Source: an optimization exercise on an open RTL-to-GDS flow (aim: small area and a short achievable clock period). Production flows keep margins and buffers that such runs may drop. At most, simulation tests tie the RTL to the original design; equivalence was not proved. Power is estimated from default activity; no workload was simulated.

==> flow/design.v <==
module adder(clk, rst, in_valid, operand_1, operand_2, out_valid, Sum);
input clk;
input rst;
input in_valid;
input [31:0] operand_1;
input [31:0] operand_2;
output out_valid;
output [31:0] Sum;
reg [1:0] valid;
always @(posedge clk)
    if (rst) valid <= 0;
    else valid <= {valid[0:0], in_valid};
assign out_valid = valid[1];
wire [30:0] op2_iw = operand_2[30:0];
wire [31:0] a = operand_1;
wire [30:0] b = op2_iw;
wire [8:0] d12 = {1'b0, a[30:23]} - {1'b0, b[30:23]};
wire [7:0] d21 = b[30:23] - a[30:23];
wire [7:0] cgt = a[30:23] & ~b[30:23];
wire [7:0] ceq = ~(a[30:23] ^ b[30:23]);
wire [3:0] cgt1, ceq1;
wire [1:0] cgt2, ceq2;
genvar ci;
generate for (ci = 0; ci < 4; ci = ci + 1) begin : cmp1
    assign cgt1[ci] = cgt[2*ci+1] | (ceq[2*ci+1] & cgt[2*ci]);
    assign ceq1[ci] = ceq[2*ci+1] & ceq[2*ci];
end endgenerate
generate for (ci = 0; ci < 2; ci = ci + 1) begin : cmp2
    assign cgt2[ci] = cgt1[2*ci+1] | (ceq1[2*ci+1] & cgt1[2*ci]);
    assign ceq2[ci] = ceq1[2*ci+1] & ceq1[2*ci];
end endgenerate
wire ge = cgt2[1] | (ceq2[1] & (cgt2[0] | ceq2[0]));
wire [7:0] dd = ge ? d12[7:0] : d21;
wire [0:0] sgn_aw = a[31];
wire [7:0] emax_aw = ge ? a[30:23] : b[30:23];
wire [22:0] fb_aw = ge ? a[22:0] : b[22:0];
wire [22:0] fs_aw = ge ? b[22:0] : a[22:0];
wire [4:0] sh_aw = dd[4:0];
wire [0:0] shz_aw = (dd[7:5] != 3'd0) || (dd[4:3] == 2'b11);
wire [23:0] x0 = {1'b1, fs_aw};
wire [23:0] x1 = sh_aw[0] ? (x0 >> 1) : x0;
wire [23:0] x2 = sh_aw[1] ? (x1 >> 2) : x1;
wire [23:0] x3 = sh_aw[2] ? (x2 >> 4) : x2;
reg [0:0] sgn_s3;
reg [7:0] emax_s3;
reg [22:0] fb_s3;
reg [23:0] xs_s3;
reg [4:0] sh_s3;
reg [0:0] shz_s3;
always @(posedge clk) begin
    sgn_s3 <= sgn_aw;
    emax_s3 <= emax_aw;
    fb_s3 <= fb_aw;
    xs_s3 <= x3;
    sh_s3 <= sh_aw;
    shz_s3 <= shz_aw;
end
wire [23:0] xz3 = shz_s3 ? 24'd0 : xs_s3;
wire [23:0] x4 = sh_s3[3] ? (xz3 >> 8) : xz3;
wire [23:0] x5 = sh_s3[4] ? (x4 >> 16) : x4;
wire [23:0] sml = x5;
wire [24:0] ms;
madd u_madd(.a({1'b1, fb_s3}), .b(sml), .s(ms));
reg [0:0] sgn_c;
reg [7:0] emax_c;
reg [23:0] ms_c;
always @(posedge clk) begin
    sgn_c <= sgn_s3;
    emax_c <= emax_s3;
    ms_c <= ms[24:1];
end
wire [23:0] msn = ms_c;
wire [7:0] e = emax_c + {7'd0, msn[23]};
wire [22:0] f = msn[23] ? msn[22:0] : {msn[21:0], 1'b0};
wire [31:0] res_dw = {sgn_c, e, f};
assign Sum = res_dw;
endmodule
module madd(a, b, s);
input [23:0] a;
input [23:0] b;
output [24:0] s;
wire [23:0] g0 = a & b;
wire [23:0] p0 = a ^ b;
wire g1_1 = g0[1] | (p0[1] & g0[0]);
wire p1_1 = p0[1] & p0[0];
wire g3_1 = g0[3] | (p0[3] & g0[2]);
wire p3_1 = p0[3] & p0[2];
wire g5_1 = g0[5] | (p0[5] & g0[4]);
wire p5_1 = p0[5] & p0[4];
wire g7_1 = g0[7] | (p0[7] & g0[6]);
wire p7_1 = p0[7] & p0[6];
wire g9_1 = g0[9] | (p0[9] & g0[8]);
wire p9_1 = p0[9] & p0[8];
wire g11_1 = g0[11] | (p0[11] & g0[10]);
wire p11_1 = p0[11] & p0[10];
wire g13_1 = g0[13] | (p0[13] & g0[12]);
wire p13_1 = p0[13] & p0[12];
wire g15_1 = g0[15] | (p0[15] & g0[14]);
wire p15_1 = p0[15] & p0[14];
wire g17_1 = g0[17] | (p0[17] & g0[16]);
wire p17_1 = p0[17] & p0[16];
wire g19_1 = g0[19] | (p0[19] & g0[18]);
wire p19_1 = p0[19] & p0[18];
wire g21_1 = g0[21] | (p0[21] & g0[20]);
wire p21_1 = p0[21] & p0[20];
wire g23_1 = g0[23] | (p0[23] & g0[22]);
wire p23_1 = p0[23] & p0[22];
wire g2_1 = g0[2] | (p0[2] & g1_1);
wire p2_1 = p0[2] & p1_1;
wire g3_2 = g3_1 | (p3_1 & g1_1);
wire p3_2 = p3_1 & p1_1;
wire g6_1 = g0[6] | (p0[6] & g5_1);
wire p6_1 = p0[6] & p5_1;
wire g7_2 = g7_1 | (p7_1 & g5_1);
wire p7_2 = p7_1 & p5_1;
wire g10_1 = g0[10] | (p0[10] & g9_1);
wire p10_1 = p0[10] & p9_1;
wire g11_2 = g11_1 | (p11_1 & g9_1);
wire p11_2 = p11_1 & p9_1;
wire g14_1 = g0[14] | (p0[14] & g13_1);
wire p14_1 = p0[14] & p13_1;
wire g15_2 = g15_1 | (p15_1 & g13_1);
wire p15_2 = p15_1 & p13_1;
wire g18_1 = g0[18] | (p0[18] & g17_1);
wire p18_1 = p0[18] & p17_1;
wire g19_2 = g19_1 | (p19_1 & g17_1);
wire p19_2 = p19_1 & p17_1;
wire g22_1 = g0[22] | (p0[22] & g21_1);
wire p22_1 = p0[22] & p21_1;
wire g23_2 = g23_1 | (p23_1 & g21_1);
wire p23_2 = p23_1 & p21_1;
wire g4_1 = g0[4] | (p0[4] & g3_2);
wire p4_1 = p0[4] & p3_2;
wire g5_2 = g5_1 | (p5_1 & g3_2);
wire p5_2 = p5_1 & p3_2;
wire g6_2 = g6_1 | (p6_1 & g3_2);
wire p6_2 = p6_1 & p3_2;
wire g7_3 = g7_2 | (p7_2 & g3_2);
wire p7_3 = p7_2 & p3_2;
wire g12_1 = g0[12] | (p0[12] & g11_2);
wire p12_1 = p0[12] & p11_2;
wire g13_2 = g13_1 | (p13_1 & g11_2);
wire p13_2 = p13_1 & p11_2;
wire g14_2 = g14_1 | (p14_1 & g11_2);
wire p14_2 = p14_1 & p11_2;
wire g15_3 = g15_2 | (p15_2 & g11_2);
wire p15_3 = p15_2 & p11_2;
wire g20_1 = g0[20] | (p0[20] & g19_2);
wire p20_1 = p0[20] & p19_2;
wire g21_2 = g21_1 | (p21_1 & g19_2);
wire p21_2 = p21_1 & p19_2;
wire g22_2 = g22_1 | (p22_1 & g19_2);
wire p22_2 = p22_1 & p19_2;
wire g23_3 = g23_2 | (p23_2 & g19_2);
wire p23_3 = p23_2 & p19_2;
wire g8_1 = g0[8] | (p0[8] & g7_3);
wire p8_1 = p0[8] & p7_3;
wire g9_2 = g9_1 | (p9_1 & g7_3);
wire p9_2 = p9_1 & p7_3;
wire g10_2 = g10_1 | (p10_1 & g7_3);
wire p10_2 = p10_1 & p7_3;
wire g11_3 = g11_2 | (p11_2 & g7_3);
wire p11_3 = p11_2 & p7_3;
wire g12_2 = g12_1 | (p12_1 & g7_3);
wire p12_2 = p12_1 & p7_3;
wire g13_3 = g13_2 | (p13_2 & g7_3);
wire p13_3 = p13_2 & p7_3;
wire g14_3 = g14_2 | (p14_2 & g7_3);
wire p14_3 = p14_2 & p7_3;
wire g15_4 = g15_3 | (p15_3 & g7_3);
wire p15_4 = p15_3 & p7_3;
wire g16_1 = g0[16] | (p0[16] & g15_4);
wire p16_1 = p0[16] & p15_4;
wire g17_2 = g17_1 | (p17_1 & g15_4);
wire p17_2 = p17_1 & p15_4;
wire g18_2 = g18_1 | (p18_1 & g15_4);
wire p18_2 = p18_1 & p15_4;
wire g19_3 = g19_2 | (p19_2 & g15_4);
wire p19_3 = p19_2 & p15_4;
wire g20_2 = g20_1 | (p20_1 & g15_4);
wire p20_2 = p20_1 & p15_4;
wire g21_3 = g21_2 | (p21_2 & g15_4);
wire p21_3 = p21_2 & p15_4;
wire g22_3 = g22_2 | (p22_2 & g15_4);
wire p22_3 = p22_2 & p15_4;
wire g23_4 = g23_3 | (p23_3 & g15_4);
wire p23_4 = p23_3 & p15_4;
assign s[0] = p0[0];
assign s[1] = p0[1] ^ g0[0];
assign s[2] = p0[2] ^ g1_1;
assign s[3] = p0[3] ^ g2_1;
assign s[4] = p0[4] ^ g3_2;
assign s[5] = p0[5] ^ g4_1;
assign s[6] = p0[6] ^ g5_2;
assign s[7] = p0[7] ^ g6_2;
assign s[8] = p0[8] ^ g7_3;
assign s[9] = p0[9] ^ g8_1;
assign s[10] = p0[10] ^ g9_2;
assign s[11] = p0[11] ^ g10_2;
assign s[12] = p0[12] ^ g11_3;
assign s[13] = p0[13] ^ g12_2;
assign s[14] = p0[14] ^ g13_3;
assign s[15] = p0[15] ^ g14_3;
assign s[16] = p0[16] ^ g15_4;
assign s[17] = p0[17] ^ g16_1;
assign s[18] = p0[18] ^ g17_2;
assign s[19] = p0[19] ^ g18_2;
assign s[20] = p0[20] ^ g19_3;
assign s[21] = p0[21] ^ g20_2;
assign s[22] = p0[22] ^ g21_3;
assign s[23] = p0[23] ^ g22_3;
assign s[24] = g23_4;
endmodule
export LEC_CHECK = 0
export ABC_AREA = 1
export CAP_MARGIN = 20
export CORE_MARGIN = 2
export CORE_UTILIZATION = 40
export CTS_BUF_LIST = sky130_fd_sc_hd__clkbuf_4 sky130_fd_sc_hd__clkbuf_8
export SETUP_SLACK_MARGIN = 1.4
export SLEW_MARGIN = 20
create_clock -name core_clock -period 4.0 [get_ports {clk}]
standard.sh (not shown) runs the stock make flow with config.mk's settings and CLKGATE_MAP_FILE= SYNTH_SCRIPT=/design/flow/synth_recipe.tcl, a recipe that flattens the netlist after the stock synthesis.
==> flow/flow/run.sh <==
#!/bin/bash
# Standard layout, with plain buf_1 cells as the port buffers.
export BUFFER_PORTS_ARGS="-buffer_cell sky130_fd_sc_hd__buf_1"
bash standard.sh > standard.log 2>&1
==> next run, changes <==
--- a/flow/design.v
+++ b/flow/design.v
@@ -38,6 +38,8 @@
 wire [4:0] sh_aw = dd[4:0];
 wire [0:0] shz_aw = (dd[7:5] != 3'd0) || (dd[4:3] == 2'b11);
-wire [23:0] x0 = {1'b1, fs_aw};
-wire [23:0] x1 = sh_aw[0] ? (x0 >> 1) : x0;
+wire [23:0] pa = {1'b1, a[22:0]} >> d21[0:0];
+wire [23:0] pb = {1'b1, b[22:0]} >> d12[0:0];
+wire [23:0] fsp = ge ? pb : pa;
+wire [23:0] x1 = fsp;
 wire [23:0] x2 = sh_aw[1] ? (x1 >> 2) : x1;
 wire [23:0] x3 = sh_aw[2] ? (x2 >> 4) : x2;
Outcome: The changed run finished clean. Cell count rose by 7.5%. Sequential power is about the same. Die area came out higher by 6.9%. Global-route usage rose by 0.76 points. Cell area went up by 3.1%. Area after synthesis went up by 7.2%. Total power is higher by 1.2%.
The RTL of the second run of this note was laid out without a check of its function.

## port drivers added, routing unchanged
How much do the figures lean on ideal ports? The routed layouts below were timed once more, with nothing changed but the port constraints. Step 1: set_driving_cell puts a clkbuf_16 on clk and a buf_2 on each other input, an assumption about the parent block. Step 2 adds t to the input delays and takes it off the output delays; t is the mean of the earliest and latest rising clock arrival at the registers after step 1. Input paths then give back, and output paths get back, about the clock's delay inside the block. a / b / c = no drivers / after step 1 / after step 2; a / b = the first two.
run	t, ns	setup WS [ns]	latest minus earliest clock arrival (ns)	slew at the worst register clock pin (ns)	cell pins on the clock port's net
the first run	0.407	1.484 / 1.484 / 1.130	0.010 / 0.010	0.10 / 0.10	1
the second run	0.406	1.537 / 1.511 / 1.138	0.012 / 0.012	0.09 / 0.09	1
After both steps every run listed still meets setup and hold. For the second run, which loses most, drivers alone change the setup slack by -0.026 ns; drivers and shift together by -0.399 ns.
